Background: an optimization exercise with open tools, aiming at small area. Do not read the settings as production practice.
Power is estimated from default activity; no workload was simulated.

== run 1 ==
// top
module top(reset,clk,ps2clk,ps2data,hsync,vsync, Rout, Gout, Bout,pwm);
input reset,clk;
input ps2clk,ps2data;
output hsync,vsync,pwm;
output [2:0] Rout,Gout,Bout;
reg [1:0] q;
wire tick = &q;
always @(posedge clk)
  if (reset) q <= 2'd0;
  else       q <= q + 2'd1;
reg [9:0]  p;
reg [11:0] k;
reg        b, bt;
wire       p_end = p[9] & p[6] & p[5] & p[4];           
wire       step  = tick & p_end;
wire [9:0] pn = p + {9'd0, tick};
wire [12:0] kn = {1'b0, k} + {12'd0, step};
wire       k_wrap = kn[12];
always @(posedge clk)
  if (reset) begin
    p <= 10'd0; k <= 12'd96; bt <= 1'b0;
  end else begin
    p <= pn & ~({10{step}} & 10'b1001110001);
    k <= kn[11:0] | {5'd0, k_wrap, k_wrap, 5'd0};
    if (tick) bt <= k_wrap;
  end
always @(posedge clk or posedge reset)
  if (reset) b <= 1'b0;
  else if (tick & bt) b <= ~b;
reg [9:0] h;
reg [8:0] v;
wire h_end = h[9] & h[8] & h[5];                       
wire v_end = v[8] & v[7] & v[6] & v[0];                
wire hw = tick & h_end;
wire [9:0] hn = h + {9'd0, tick};
wire [8:0] vn = v + {8'd0, hw};
always @(posedge clk or posedge reset)
  if (reset) begin
    h <= 10'd0; v <= 9'd0;
  end else begin
    h <= hn & ~({10{hw}} & 10'b1100100001);
    v <= vn & ~({9{hw & v_end}} & 9'b111000010);
  end
assign hsync = ~(h >= 10'd16 && h <= 10'd111);
assign vsync = (v == 9'd12 || v == 9'd13);
wire shown = (h >= 10'd477 && h <= 10'd484 && v >= 9'd241 && v <= 9'd256);
reg [3:0] s;
wire fe = s[3] & (s[2:0] == 3'd4);
always @(posedge clk)
  if (reset) s <= 4'd0;
  else if (tick) begin
    if (ps2clk)
      s <= s[3] ? 4'd1 : (s[2] ? 4'd4 : s + 4'd1);
    else
      s <= s[3] ? (s[2] ? 4'd0 : s + 4'd1) : (s[2] ? 4'b1001 : 4'd0);
  end
reg [8:0] sh;       
reg       par;      
reg [3:0] cnt;
reg [1:0] th;       
wire [7:0] d = sh[8:1];
wire fe_t   = tick & fe;
wire c10    = cnt[3] & cnt[1];                          
wire c0     = ~(cnt[3] | cnt[2] | cnt[1] | cnt[0]);
wire c_hi   = cnt[3] & (cnt[1] | cnt[0]);               
wire stop_edge = fe_t & c10;
wire good = ~sh[0] & ps2data & par;
localparam IDLE = 3'd0, ARMED = 3'd1, K1 = 3'd4, K2 = 3'd5, K3 = 3'd6;
reg [2:0] ks;
wire armed = (ks == ARMED);
wire key   = stop_edge & good & armed;
always @(posedge clk) begin
  if (fe_t & ~c_hi) sh <= {ps2data, sh[8:1]};
  if (fe_t & ~c10)  par <= ps2data ^ (par & ~c0);
end
always @(posedge clk)
  if (reset) begin
  ...
Size: ~390 cells after synthesis, ~16 I/O pins.
Settings: LEC_CHECK=0, CAP_MARGIN=20, CORE_MARGIN=2, CORE_UTILIZATION=40, SLEW_MARGIN=20; clock period 10.0 ns.
standard.sh (not shown) runs the stock make flow with config.mk's settings and CLKGATE_MAP_FILE= SYNTH_SCRIPT=/design/flow/synth_recipe.tcl, a recipe that flattens the netlist after the stock synthesis.
==> flow/flow/run.sh <==
#!/bin/bash
# Standard synthesis, then an area re-mapping of its combinational logic
# (proven equal before use), then the standard ORFS layout with small port
# buffers and a small clock tree.
set -euo pipefail
R=orfs/results/sky130hd/top/base
LIB=$FLOW_HOME/platforms/sky130hd/lib/sky130_fd_sc_hd__tt_025C_1v80.lib
bash standard.sh synth > synth.log 2>&1
cp $R/1_2_yosys.v std.v
sed "s|@LIB@|$LIB|g" flow/reopt.ys > reopt_run.ys
sed "s|@LIB@|$LIB|g" flow/equiv.ys > equiv_run.ys
if yosys -q -l reopt.log reopt_run.ys > reopt_out.log 2>&1 && \
   yosys -q -l equiv.log equiv_run.ys > equiv_out.log 2>&1; then
  cp reopt.v $R/1_2_yosys.v
  rm -f $R/1_synth.odb $R/1_synth.sdc
  bash standard.sh synth > synth2.log 2>&1
fi
bash standard.sh \
  REMOVE_ABC_BUFFERS=1 \
  BUFFER_PORTS_ARGS="-buffer_cell sky130_fd_sc_hd__buf_1" \
  CTS_ARGS="-sink_clustering_enable -sink_clustering_size 30 -sink_clustering_max_diameter 100 -buf_list sky130_fd_sc_hd__clkbuf_8 -dont_use_dummy_load -repair_clock_nets" \
  finish > finish.log 2>&1
Other scripts of this flow, unchanged in this note and not shown: flow/flow/area.abc, flow/flow/equiv.ys, flow/flow/reopt.ys
Run 1 reached the end of the flow, and the finished layout is clean on the timing, design-rule and antenna checks.
> inputs changed (run 1 -> run 2)
-- flow/flow/run.sh --
<<< run 1, line 19
  REMOVE_ABC_BUFFERS=1 \
  BUFFER_PORTS_ARGS="-buffer_cell sky130_fd_sc_hd__buf_1" \
  CTS_ARGS="-sink_clustering_enable -sink_clustering_size 30 -sink_clustering_max_diameter 100 -buf_list sky130_fd_sc_hd__clkbuf_8 -dont_use_dummy_load -repair_clock_nets" \
  finish > finish.log 2>&1
>>> run 2, line 19
  REMOVE_ABC_BUFFERS=1 \
  BUFFER_PORTS_ARGS="-buffer_cell sky130_fd_sc_hd__buf_1" \
  CTS_ARGS="-sink_clustering_enable -sink_clustering_size 12 -sink_clustering_max_diameter 50 -root_buf sky130_fd_sc_hd__clkbuf_16 -buf_list sky130_fd_sc_hd__clkbuf_4 -dont_use_dummy_load -repair_clock_nets" \
  finish > finish.log 2>&1
## What came out
- Run 2: done, clean on timing, DRC and antenna
- There was hardly any difference in fraction of the cycle the final worst path needs between run 1 and run 2.
- Clock power is higher on run 2
- Per the comparison of run 2 with run 1, total wire length after detailed routing shows an increase of 59 um, area growth from synthesis to layout now larger, flip-flop and latch share of the layout cell area shrank by 1.2 points.
> inputs changed (run 2 -> run 3)
-- flow/flow/run.sh --
<<< run 2, line 19
  REMOVE_ABC_BUFFERS=1 \
  BUFFER_PORTS_ARGS="-buffer_cell sky130_fd_sc_hd__buf_1" \
  CTS_ARGS="-sink_clustering_enable -sink_clustering_size 12 -sink_clustering_max_diameter 50 -root_buf sky130_fd_sc_hd__clkbuf_16 -buf_list sky130_fd_sc_hd__clkbuf_4 -dont_use_dummy_load -repair_clock_nets" \
  finish > finish.log 2>&1
>>> run 3, line 19
  REMOVE_ABC_BUFFERS=1 \
  BUFFER_PORTS_ARGS="-buffer_cell sky130_fd_sc_hd__buf_1" \
  CTS_ARGS="-sink_clustering_enable -sink_clustering_size 45 -sink_clustering_max_diameter 200 -buf_list sky130_fd_sc_hd__clkbuf_16 -dont_use_dummy_load -repair_clock_nets" \
  finish > finish.log 2>&1
[summary]
Between run 2 and run 3, the delay contributed by the slowest stage of the critical path figures differ only marginally. Diff run 2..run 3 | summed area of non-filler cells in the final layout | unchanged. As far as total area of multi-input combinational cells goes, run 2 and run 3 are indistinguishable; the numbers are identical. Comparing run 2 against run 3, there is no change at all in number of fill cells in the layout. Going from run 2 to run 3, cell count along the critical path held; count of inserted tapcells roughly the same; flip-flop and latch count barely changed; synthesized cell count closely matched the old numbers.
Function was not checked in any run of this note: the RTL went through the layout flow alone.

[port drivers added, routing unchanged]
No port has a modelled driver above. Below, the same layouts with a new extraction and two added sets of constraints.
Step 1 (the two cells are an assumption about what drives the block):
set clk [get_ports {clk}]
set_driving_cell -lib_cell sky130_fd_sc_hd__clkbuf_16 $clk
set_driving_cell -lib_cell sky130_fd_sc_hd__buf_2 [delete_from_list [all_inputs] $clk]
Step 2, shift: input delay + t, output delay - t, t = (earliest + latest rising clock arrival at the registers) / 2. This alone moves slack from input paths to output paths.
Slacks: ideal ports / drivers / drivers and shift; pairs: ideal ports / drivers.
| run | t (ns) | setup WS [ns] | latest minus earliest clock arrival (ns) | slew at the worst register clock pin (ns) | worst slew at a driven data input, ns |
|---|---|---|---|---|---|
| run 1 | 0.362 | 5.230 / 5.201 / 5.563 | 0.011 / 0.010 | 0.08 / 0.08 | 0.04 |
| run 2 | 0.358 | 5.228 / 5.195 / 5.553 | 0.008 / 0.007 | 0.06 / 0.06 | 0.04 |
| run 3 | 0.358 | 5.228 / 5.195 / 5.553 | 0.008 / 0.007 | 0.06 / 0.06 | 0.04 |
After both steps setup and hold are still met in every run listed.
